From an optimization exercise on the open Yosys and OpenROAD flow, aimed at small area; shortcuts taken in it are not production practice. Function was checked by simulation only, so behaviour that the tests miss may differ from the original. No activity file was given, so power comes from the tool's default toggle rates.

==> 03-10 <==
## Tetris_top
module Tetris_top(
	clk,
	rst,
	btnL,
	btnR,
	btnD,
	btnS,
	HSync,
	VSync,
	R,
	G,
	B,
	Seg,
	An
    );
	input clk, rst, btnL, btnR, btnD, btnS;
	output HSync, VSync;
	output [2:0] R;
	output [2:0] G;
	output [1:0] B;
	output [7:0] Seg;
	output [3:0] An;
	wire [1:0] c;
	wire [3:0] hlo;
	wire dirty;
	wire [49:0] gs_ent;
	wire [4:0] g_ps, g_q;
	wire [3:0] g_p, g_o;
	wire [15:0] score;
	tetris_main M_TET(.clk(clk), .rst(rst), .c(c), .Btn_Left(btnL), .Btn_Right(btnR), .Btn_Down(btnD),
		.Btn_Spin(btnS), .gs_ent(gs_ent), .dirty(dirty), .g_ps(g_ps), .g_q(g_q), .g_p(g_p), .g_o(g_o), .Score(score));
	tetris_vga2 M_VGA(.clk(clk), .rst(rst), .c(c), .hlo(hlo), .dirty(dirty), .gs_ent(gs_ent), .g_ps(g_ps), .g_q(g_q),
		.g_p(g_p), .g_o(g_o), .HSync(HSync), .VSync(VSync), .R(R), .G(G), .B(B));
	tetris_seg  M_SEG(.clk(clk), .rst(rst), .num(score), .c(c), .hlo(hlo), .seg(Seg), .an(An));
endmodule
==> flow/config.mk <==
export PLATFORM = sky130hd
export DESIGN_NAME = Tetris_top
export DESIGN_NICKNAME = Tetris_top
export VERILOG_FILES = /design/flow/design.v
export SDC_FILE = /design/flow/constraint.sdc
export NUM_CORES = 8
export LEC_CHECK = 0
export ABC_AREA = 1
export CAP_MARGIN = 20
export CORE_MARGIN = 2
export CORE_UTILIZATION = 55
export CTS_BUF_LIST = sky130_fd_sc_hd__clkbuf_8
export CTS_CLUSTER_DIAMETER = 80
export CTS_CLUSTER_SIZE = 16
export HOLD_SLACK_MARGIN = 0
export PLACE_DENSITY = 0.7
export SLEW_MARGIN = 20
==> flow/constraint.sdc <==
create_clock -name core_clock -period 12.0 [get_ports {clk}]
set_input_delay 2.4000 -clock core_clock [delete_from_list [all_inputs] [get_ports {clk}]]
set_output_delay 2.4000 -clock core_clock [all_outputs]
set_load 0.01 [all_outputs]
standard.sh (not shown) runs the stock make flow with config.mk's settings and CLKGATE_MAP_FILE= SYNTH_SCRIPT=/design/flow/synth_recipe.tcl, a recipe that flattens the netlist after the stock synthesis.
==> flow/flow/run.sh <==
#!/bin/bash
# Layout flow: the standard flow, with one extra step after the standard
# synthesis.  The combinational logic of the synthesized netlist is mapped a
# second time with a stronger ABC script (flow/remap.tcl, flow/remap.abc);
# the registers of the standard synthesis are kept as they are (same cells,
# same names).  Then the standard flow continues from that netlist.
# Each tool's output goes to a log file of its own in this folder.
set -euo pipefail
HERE=$PWD
RES=$HERE/orfs/results/$FLOW_PLATFORM/Tetris_top/base

# 1. standard synthesis
bash standard.sh "$RES/1_2_yosys.v" > 1_synth_standard.log 2>&1
cp "$RES/1_2_yosys.v" "$HERE/1_2_yosys_standard.v"

# 2. second mapping of the combinational logic, repeated a few times on its
#    own result; the smallest netlist is kept
export REMAP_LIB=$FLOW_HOME/platforms/$FLOW_PLATFORM/lib/sky130_fd_sc_hd__tt_025C_1v80.lib
export REMAP_SCRIPT=$HERE/flow/remap.abc
export REMAP_CONSTR=$HERE/flow/remap.constr
export REMAP_PERIOD_PS=$(awk "BEGIN{print int($FLOW_PERIOD_NS*1000)}")
prev=$HERE/1_2_yosys_standard.v
best=""; best_area=""
for i in 1 2 3 4 5 6; do
  export REMAP_IN=$prev
  export REMAP_OUT=$HERE/1_2_yosys_remap$i.v
  export REMAP_STAT=$HERE/remap_stat$i.txt
  yosys -c flow/remap.tcl > 2_remap$i.log 2>&1
  area=$(awk '/Chip area for module/ {print $NF}' "$REMAP_STAT")
  echo "pass $i: area $area" >> 2_remap_summary.log
  if [[ -z "$best" ]] || awk "BEGIN{exit !($area < $best_area)}"; then
    best=$REMAP_OUT; best_area=$area
  fi
  prev=$REMAP_OUT
done
echo "kept $best ($best_area)" >> 2_remap_summary.log
cp "$best" "$RES/1_2_yosys.v"
touch "$RES/1_2_yosys.v"

# 3. the rest of the standard flow, from the re-mapped netlist (with the
#    clock tree options of flow/cts_args.txt, if there is one)
if [[ -f flow/cts_args.txt ]]; then
  export CTS_ARGS="$(cat flow/cts_args.txt)"
fi
bash standard.sh > 3_layout_standard.log 2>&1
==> flow/flow/cts_args.txt <==
-sink_clustering_enable -repair_clock_nets -sink_clustering_size 20 -sink_clustering_max_diameter 70 -buf_list sky130_fd_sc_hd__clkbuf_8 -dont_use_dummy_load
==> flow/flow/remap.tcl <==
# Second mapping of the combinational logic of the standard synthesis netlist
# with a stronger ABC script.  The sequential cells (their instances and
# names) are kept as they are; only the logic between them is re-mapped.
yosys -import
set lib $::env(REMAP_LIB)
read_liberty -ignore_miss_func $lib
read_verilog $::env(REMAP_IN)
hierarchy -top Tetris_top
# keep the sequential cells
foreach m [split [string trim [tee -q -s result.string select -list-mod =sky130_fd_sc_hd__*df* =sky130_fd_sc_hd__*dl*]] "\n"] {
  setattr -mod -set keep_hierarchy 1 $m
}
flatten
opt_clean -purge
techmap
opt -fast -purge
# the platform's don't-use cells (platforms/sky130hd/config.mk)
set dont_use {}
foreach c {sky130_fd_sc_hd__probe_p_8 sky130_fd_sc_hd__probec_p_8 sky130_fd_sc_hd__lpflow_bleeder_1
           sky130_fd_sc_hd__lpflow_clkbufkapwr_1 sky130_fd_sc_hd__lpflow_clkbufkapwr_16 sky130_fd_sc_hd__lpflow_clkbufkapwr_2
           sky130_fd_sc_hd__lpflow_clkbufkapwr_4 sky130_fd_sc_hd__lpflow_clkbufkapwr_8 sky130_fd_sc_hd__lpflow_clkinvkapwr_1
           sky130_fd_sc_hd__lpflow_clkinvkapwr_16 sky130_fd_sc_hd__lpflow_clkinvkapwr_2 sky130_fd_sc_hd__lpflow_clkinvkapwr_4
           sky130_fd_sc_hd__lpflow_clkinvkapwr_8 sky130_fd_sc_hd__lpflow_decapkapwr_12 sky130_fd_sc_hd__lpflow_decapkapwr_3
           sky130_fd_sc_hd__lpflow_decapkapwr_4 sky130_fd_sc_hd__lpflow_decapkapwr_6 sky130_fd_sc_hd__lpflow_decapkapwr_8
           sky130_fd_sc_hd__lpflow_inputiso0n_1 sky130_fd_sc_hd__lpflow_inputiso0p_1 sky130_fd_sc_hd__lpflow_inputiso1n_1
           sky130_fd_sc_hd__lpflow_inputiso1p_1 sky130_fd_sc_hd__lpflow_inputisolatch_1 sky130_fd_sc_hd__lpflow_isobufsrc_1
           sky130_fd_sc_hd__lpflow_isobufsrc_16 sky130_fd_sc_hd__lpflow_isobufsrc_2 sky130_fd_sc_hd__lpflow_isobufsrc_4
           sky130_fd_sc_hd__lpflow_isobufsrc_8 sky130_fd_sc_hd__lpflow_isobufsrckapwr_16 sky130_fd_sc_hd__lpflow_lsbuf_lh_hl_isowell_tap_1
           sky130_fd_sc_hd__lpflow_lsbuf_lh_hl_isowell_tap_2 sky130_fd_sc_hd__lpflow_lsbuf_lh_hl_isowell_tap_4
           sky130_fd_sc_hd__lpflow_lsbuf_lh_isowell_4 sky130_fd_sc_hd__lpflow_lsbuf_lh_isowell_tap_1
           sky130_fd_sc_hd__lpflow_lsbuf_lh_isowell_tap_2 sky130_fd_sc_hd__lpflow_lsbuf_lh_isowell_tap_4} {
  lappend dont_use -dont_use $c
}
abc -script $::env(REMAP_SCRIPT) -liberty $lib {*}$dont_use -constr $::env(REMAP_CONSTR) -D $::env(REMAP_PERIOD_PS)
opt_clean -purge
hilomap -singleton -hicell sky130_fd_sc_hd__conb_1 HI -locell sky130_fd_sc_hd__conb_1 LO
insbuf -buf sky130_fd_sc_hd__buf_4 A X
splitnets
opt_clean -purge
foreach m [split [string trim [tee -q -s result.string select -list-mod =sky130_fd_sc_hd__*]] "\n"] {
  blackbox $m
}
tee -o $::env(REMAP_STAT) stat -liberty $lib
write_verilog -noattr -nohex -nodec $::env(REMAP_OUT)
Other scripts of this flow, unchanged in this note and not shown: flow/flow/remap.abc, flow/flow/remap.constr
==> 06-17 (differences from 03-10) <==
==> flow/flow/cts_args.txt (replaced) <==
-sink_clustering_enable -repair_clock_nets -buf_list sky130_fd_sc_hd__clkbuf_8 -dont_use_dummy_load
==> 11-20 (differences from 03-10) <==
--- a/flow/design.v
+++ b/flow/design.v
@@ -10,15 +10,15 @@
 	output [3:0] g_p;          
 	output [3:0] g_o;          
 	output reg [15:0] Score;   
 	localparam S_Start = 4'd0, S_Initialize = 4'd1, S_GenerateNewPiece = 4'd2, S_Idle = 4'd3,
 	           S_MoveLeft = 4'd4, S_MoveRight = 4'd5, S_Spin = 4'd6, S_SpinCorrection = 4'd7,
 	           S_Wait = 4'd8, S_Tick = 4'd9, S_CleanFullRows = 4'd10, S_CleanEmptyRows = 4'd11,
 	           S_CheckLoss = 4'd12, S_GameOver = 4'd13;
-	localparam OP_NONE = 3'd0, OP_CLR = 3'd1, OP_SETTLE = 3'd2, OP_CLRROW = 3'd3, OP_SHIFT = 3'd4, OP_ROTP = 3'd5, OP_ROTM = 3'd6;
+	localparam OP_NONE = 3'd0, OP_CLR = 3'd1, OP_SETTLE = 3'd2, OP_CLRROW = 3'd3, OP_SHIFT = 3'd4, OP_ROTP = 3'd5;
 	wire ce = (c == 2'd1);
 	wire [1:0] ge = c ^ 2'd2;    
 	reg [3:0] Game_State;
 	reg [6:0] Game_State_Counter;
 	reg [2:0] Row_Elim_Counter;
 	reg [11:0] Game_Clock_Counter;
 	reg [2:0] Random_Counter;
@@ -66,29 +66,35 @@
 	reg [8:0] tdec;
 	always @(*) begin : tdecode
 		integer i;
 		for (i = -4; i <= 4; i = i + 1)
 			tdec[i + 4] = (ge == 2'd0 && SA_q == 3 - i) || (ge == 2'd1 && SA_q == 8 - i) ||
 			              (ge == 2'd2 && SA_q == 13 - i) || (ge == 2'd3 && SA_q == 18 - i);
 	end
-	reg [9:0] pdec;
-	always @(*) begin : pdecode
-		integer i;
-		for (i = 0; i < 10; i = i + 1) pdec[i] = (SA_p == i);
-	end
+	wire [9:0] pdec;
+	assign pdec[0] = !SA_p[3] && SA_p[2:0] == 3'd0;
+	assign pdec[1] = !SA_p[3] && SA_p[2:0] == 3'd1;
+	assign pdec[2] = SA_p[2:0] == 3'd2;
+	assign pdec[3] = SA_p[2:0] == 3'd3;
+	assign pdec[4] = SA_p[2:0] == 3'd4;
+	assign pdec[5] = SA_p[2:0] == 3'd5;
+	assign pdec[6] = SA_p[2:0] == 3'd6;
+	assign pdec[7] = SA_p[2:0] == 3'd7;
+	assign pdec[8] = SA_p[3] && !SA_p[0];
+	assign pdec[9] = SA_p[3] && SA_p[0];
 	reg [3:0] N [0:5];
 	always @(*) begin : nibsel
 		integer w, m;
 		for (w = -1; w <= 4; w = w + 1) begin
 			N[w + 1] = 4'b0;
 			for (m = 0; m < 4; m = m + 1)
 				if (tdec[m - w + 4]) N[w + 1] = N[w + 1] | psd[4 * m +: 4];
 		end
 	end
-	wire [3:0] wr = {SA_p >= 4'd7, SA_p >= 4'd8, SA_p >= 4'd9, 1'b0};
+	wire [3:0] wr = {SA_p[3] || SA_p[2:0] == 3'd7, SA_p[3], SA_p[3] && SA_p[0], 1'b0};    
 	reg [3:0] M [0:4];
 	always @(*) begin : geom
 		integer w, j;
 		for (w = 0; w < 5; w = w + 1)
 			for (j = 0; j < 4; j = j + 1)
 				M[w][j] = wr[j] ? N[w][j] : N[w + 1][j];
 	end
@@ -145,15 +151,14 @@
 		reg keep, sh;
 		for (w = 0; w < 5; w = w + 1) begin
 			if (w < 4) above = gC[10 * (w + 1) +: 10];
 			else above = (ge == 2'd3) ? 10'b0 : gB[9:0];
 			cr = gC[10 * w +: 10];
 			case (op_r)
 				OP_ROTP: rc = {cr[0], cr[9:1]};
-				OP_ROTM: rc = {cr[8:0], cr[9]};
 				default: rc = cr;
 			endcase
 			sh = op_shf & r_ge[w];
 			keep = !clr_all & !(op_crow & r_eq[w]) & !sh;
 			T[10 * w +: 10] = (rc & {10{keep}}) | (above & {10{sh}}) | ({6'b0, M[w]} & {10{op_set}});
 		end
 	end
@@ -173,15 +178,16 @@
 			hitL = hitL | (|(tr[4:1] & pr));
 			hitR = hitR | (|({tr[2:0], tr[9]} & pr));
 			hitF = hitF | (r_chk[w] & (&tr));
 			hitE = hitE | (r_chk[w] & ~(|tr));
 		end
 	end
 	wire row19_ne = |T[49:40];    
-	wire hit1 = (Game_State == S_SpinCorrection) ? hitS : (Game_State == S_Tick) ? hitT :
+	wire spin_off = (o != SA_p);
+	wire hit1 = (Game_State == S_SpinCorrection) ? (spin_off ? hitR : hitS) : (Game_State == S_Tick) ? hitT :
 	            (Game_State == S_CleanFullRows) ? hitF : hitL;
 	wire hit2 = (Game_State == S_CleanEmptyRows) ? hitE : hitR;
 	wire f1 = acc1 | hit1, f2 = acc2 | hit2;
 	wire fL = f1, fS = f1, fT = f1, fF = f1, fR = f2, fE = f2;
 	always @(posedge clk) begin
 		acc1 <= ((c == 2'd2) ? 1'b0 : acc1) | hit1;
 		acc2 <= ((c == 2'd2) ? 1'b0 : acc2) | hit2;
@@ -234,16 +240,15 @@
 			      else if (SA_q == 5'd25 && SA_p == 4'd5) begin pn = 4'd0; qop = 2'd3; qc = 5'd0; end
 			      else pn = SA_p + 4'd1;
 			3'd3: if (SA_p == 4'd0) begin
 			          if (SA_q == 5'd0) begin pn = 4'd5; qop = 2'd3; qc = 5'd25; end
 			          else begin pn = 4'd9; qop = 2'd2; end
 			      end
 			      else pn = SA_p - 4'd1;
-			3'd4: if (SA_p >= 4'd8) begin pn = SA_p - 4'd8; qop = 2'd1; end
-			      else pn = SA_p + 4'd2;
+			3'd4: begin pn = 4'd0; qop = 2'd1; end
 			3'd5: qop = 2'd1;
 			3'd6: if (SA_q == 5'd0) begin
 			          qop = 2'd3;
 			          if (SA_p <= 4'd3) begin pn = SA_p + 4'd6; qc = 5'd24; end
 			          else begin pn = SA_p - 4'd4; qc = 5'd25; end
 			      end
 			      else qop = 2'd2;
@@ -410,19 +415,22 @@
 				S_CheckLoss: begin
 					if (!row19_ne) Game_State_Counter <= 7'd0;
 				end
 				default: ;
 			endcase
 			op_r <= op_n;
 			if (op_n == OP_CLR) o <= 4'd3;
-			else if (op_n != OP_NONE) ;
-			else if (sa_op == 3'd3) begin op_r <= OP_ROTM; o <= (o == 4'd0) ? 4'd9 : o - 4'd1; end
-			else if (sa_op == 3'd2 || sa_op == 3'd4 || rot_t != o) begin op_r <= OP_ROTP; o <= (o == 4'd9) ? 4'd0 : o + 4'd1; end
+			else if (op_n == OP_NONE && (sa_op == 3'd2 || sa_op == 3'd4 ||
+			         (Game_State == S_SpinCorrection ? (SA_p == o_inc) : (rot_t != o)))) begin
+				op_r <= OP_ROTP;
+				o <= o_inc;
+			end
 		end
 	end
+	wire [3:0] o_inc = (o[3] && o[0]) ? 4'd0 : o + 4'd1;
 	wire post_settle = (Game_State == S_CleanFullRows) || (Game_State == S_CleanEmptyRows) ||
 	                   (Game_State == S_CheckLoss) || (Game_State == S_GameOver) || (Game_State == S_GenerateNewPiece);
 	wire [3:0] rot_t = post_settle ? 4'd3 : SA_p;
 endmodule
 `timescale 1ns / 1ps
 module tetris_vga2(
 	clk, rst, c, hlo, dirty,
--- a/flow/flow/run.sh
+++ b/flow/flow/run.sh
@@ -9,34 +9,50 @@
 HERE=$PWD
 RES=$HERE/orfs/results/$FLOW_PLATFORM/Tetris_top/base
 
 # 1. standard synthesis
 bash standard.sh "$RES/1_2_yosys.v" > 1_synth_standard.log 2>&1
 cp "$RES/1_2_yosys.v" "$HERE/1_2_yosys_standard.v"
 
-# 2. second mapping of the combinational logic, repeated a few times on its
-#    own result; the smallest netlist is kept
+# 2. second mapping of the combinational logic, repeated on its own result
+#    (every third pass with a second script, flow/remap_b.abc); the smallest
+#    netlist is kept.  A pass whose result is implausibly small (under 70% of
+#    the standard synthesis) is not kept.
 export REMAP_LIB=$FLOW_HOME/platforms/$FLOW_PLATFORM/lib/sky130_fd_sc_hd__tt_025C_1v80.lib
 export REMAP_SCRIPT=$HERE/flow/remap.abc
 export REMAP_CONSTR=$HERE/flow/remap.constr
 export REMAP_PERIOD_PS=$(awk "BEGIN{print int($FLOW_PERIOD_NS*1000)}")
 prev=$HERE/1_2_yosys_standard.v
 best=""; best_area=""
-for i in 1 2 3 4 5 6; do
+std_area=$(awk '/Chip area for module/ {print $NF}' "$HERE/orfs/reports/$FLOW_PLATFORM/Tetris_top/base/synth_stat.txt" 2>/dev/null || true)
+for i in $(seq 1 12); do
+  if (( i % 3 == 0 )); then export REMAP_SCRIPT=$HERE/flow/remap_b.abc; else export REMAP_SCRIPT=$HERE/flow/remap.abc; fi
   export REMAP_IN=$prev
   export REMAP_OUT=$HERE/1_2_yosys_remap$i.v
   export REMAP_STAT=$HERE/remap_stat$i.txt
-  yosys -c flow/remap.tcl > 2_remap$i.log 2>&1
-  area=$(awk '/Chip area for module/ {print $NF}' "$REMAP_STAT")
+  if ! yosys -c flow/remap.tcl > 2_remap$i.log 2>&1; then
+    echo "pass $i: failed" >> 2_remap_summary.log
+    continue
+  fi
+  area=$(awk '/Chip area for module/ {print $NF}' "$REMAP_STAT" 2>/dev/null || true)
+  if [[ -z "$area" ]]; then
+    echo "pass $i: no area" >> 2_remap_summary.log
+    continue
+  fi
   echo "pass $i: area $area" >> 2_remap_summary.log
+  if [[ -n "$std_area" ]] && awk "BEGIN{exit !($area < 0.7 * $std_area)}"; then
+    echo "pass $i: result rejected (standard synthesis $std_area)" >> 2_remap_summary.log
+    continue
+  fi
   if [[ -z "$best" ]] || awk "BEGIN{exit !($area < $best_area)}"; then
     best=$REMAP_OUT; best_area=$area
   fi
   prev=$REMAP_OUT
 done
+if [[ -z "$best" ]]; then best=$HERE/1_2_yosys_standard.v; best_area=$std_area; fi
 echo "kept $best ($best_area)" >> 2_remap_summary.log
 cp "$best" "$RES/1_2_yosys.v"
 touch "$RES/1_2_yosys.v"
 
 # 3. the rest of the standard flow, from the re-mapped netlist (with the
 #    clock tree options of flow/cts_args.txt, if there is one)
 if [[ -f flow/cts_args.txt ]]; then
==> flow/flow/cts_args.txt (replaced) <==
-sink_clustering_enable -repair_clock_nets -sink_clustering_size 16 -sink_clustering_max_diameter 80 -buf_list sky130_fd_sc_hd__clkbuf_8 -dont_use_dummy_load
--- a/flow/flow/remap.tcl
+++ b/flow/flow/remap.tcl
@@ -30,15 +30,15 @@
            sky130_fd_sc_hd__lpflow_lsbuf_lh_isowell_4 sky130_fd_sc_hd__lpflow_lsbuf_lh_isowell_tap_1
            sky130_fd_sc_hd__lpflow_lsbuf_lh_isowell_tap_2 sky130_fd_sc_hd__lpflow_lsbuf_lh_isowell_tap_4} {
   lappend dont_use -dont_use $c
 }
 abc -script $::env(REMAP_SCRIPT) -liberty $lib {*}$dont_use -constr $::env(REMAP_CONSTR) -D $::env(REMAP_PERIOD_PS)
 opt_clean -purge
 hilomap -singleton -hicell sky130_fd_sc_hd__conb_1 HI -locell sky130_fd_sc_hd__conb_1 LO
-insbuf -buf sky130_fd_sc_hd__buf_4 A X
+# (no insbuf: the floorplan step buffers every port anyway)
 splitnets
 opt_clean -purge
 foreach m [split [string trim [tee -q -s result.string select -list-mod =sky130_fd_sc_hd__*]] "\n"] {
   blackbox $m
 }
 tee -o $::env(REMAP_STAT) stat -liberty $lib
 write_verilog -noattr -nohex -nodec $::env(REMAP_OUT)
==> flow/flow/remap_b.abc (new file) <==
strash
dc2
dch -f
&get -n
&nf -R 1000
&put
mfs
strash
dch -f
&get -n
&nf -R 1000
&put
mfs
strash
dch -f
&get -n
&nf -R 1000
&put
topo
--- a/flow/config.mk
+++ b/flow/config.mk
@@ -8,10 +8,11 @@
 export ABC_AREA = 1
 export CAP_MARGIN = 20
 export CORE_MARGIN = 2
 export CORE_UTILIZATION = 55
 export CTS_BUF_LIST = sky130_fd_sc_hd__clkbuf_8
 export CTS_CLUSTER_DIAMETER = 80
 export CTS_CLUSTER_SIZE = 16
+export GPL_TIMING_DRIVEN = 0
 export HOLD_SLACK_MARGIN = 0
 export PLACE_DENSITY = 0.7
 export SLEW_MARGIN = 20
==> summary of the runs <==
- 06-17 completed with no timing, DRC or antenna violations. 11-20 finished with timing, DRC and antenna clean. 03-10 finished clean.
- In 03-10 the synthesized cell count is higher than in 11-20, by 2.1%.
- In 03-10 the total power is lower than in 06-17, by about 13%.
- Sequential power is about the same in 11-20 and 06-17.
- Clock power, highest first: 06-17, 11-20, 03-10.

==> what the ideal ports hide <==
Ports are ideal in the flow. The routed layouts listed here were re-timed in OpenROAD. Step 1 (the two cells are an assumption about what drives the block):
set clk [get_ports {clk}]
set_driving_cell -lib_cell sky130_fd_sc_hd__clkbuf_16 $clk
set_driving_cell -lib_cell sky130_fd_sc_hd__buf_2 [delete_from_list [all_inputs] $clk]
Step 2 also shifts input and output timing later by t, the mid clock arrival at the registers, as if the neighbouring blocks saw the same clock. Slacks: ideal ports / drivers / drivers and shift; pairs: ideal ports / drivers.
| run | shift t [ns] | setup WS [ns] | worst setup path at the end | worst slew at a driven data input, ns | cell pins on the clock port's net |
|---|---|---|---|---|---|
| 03-10 | 0.665 | 2.411 / 2.411 / 2.411 | register to register | 0.06 | 1 |
| 06-17 | 0.658 | 2.397 / 2.397 / 2.397 | register to register | 0.05 | 1 |
| 11-20 | 0.660 | 2.151 / 2.151 / 2.151 | register to register | 0.03 | 1 |
After both steps every run listed still meets setup and hold.
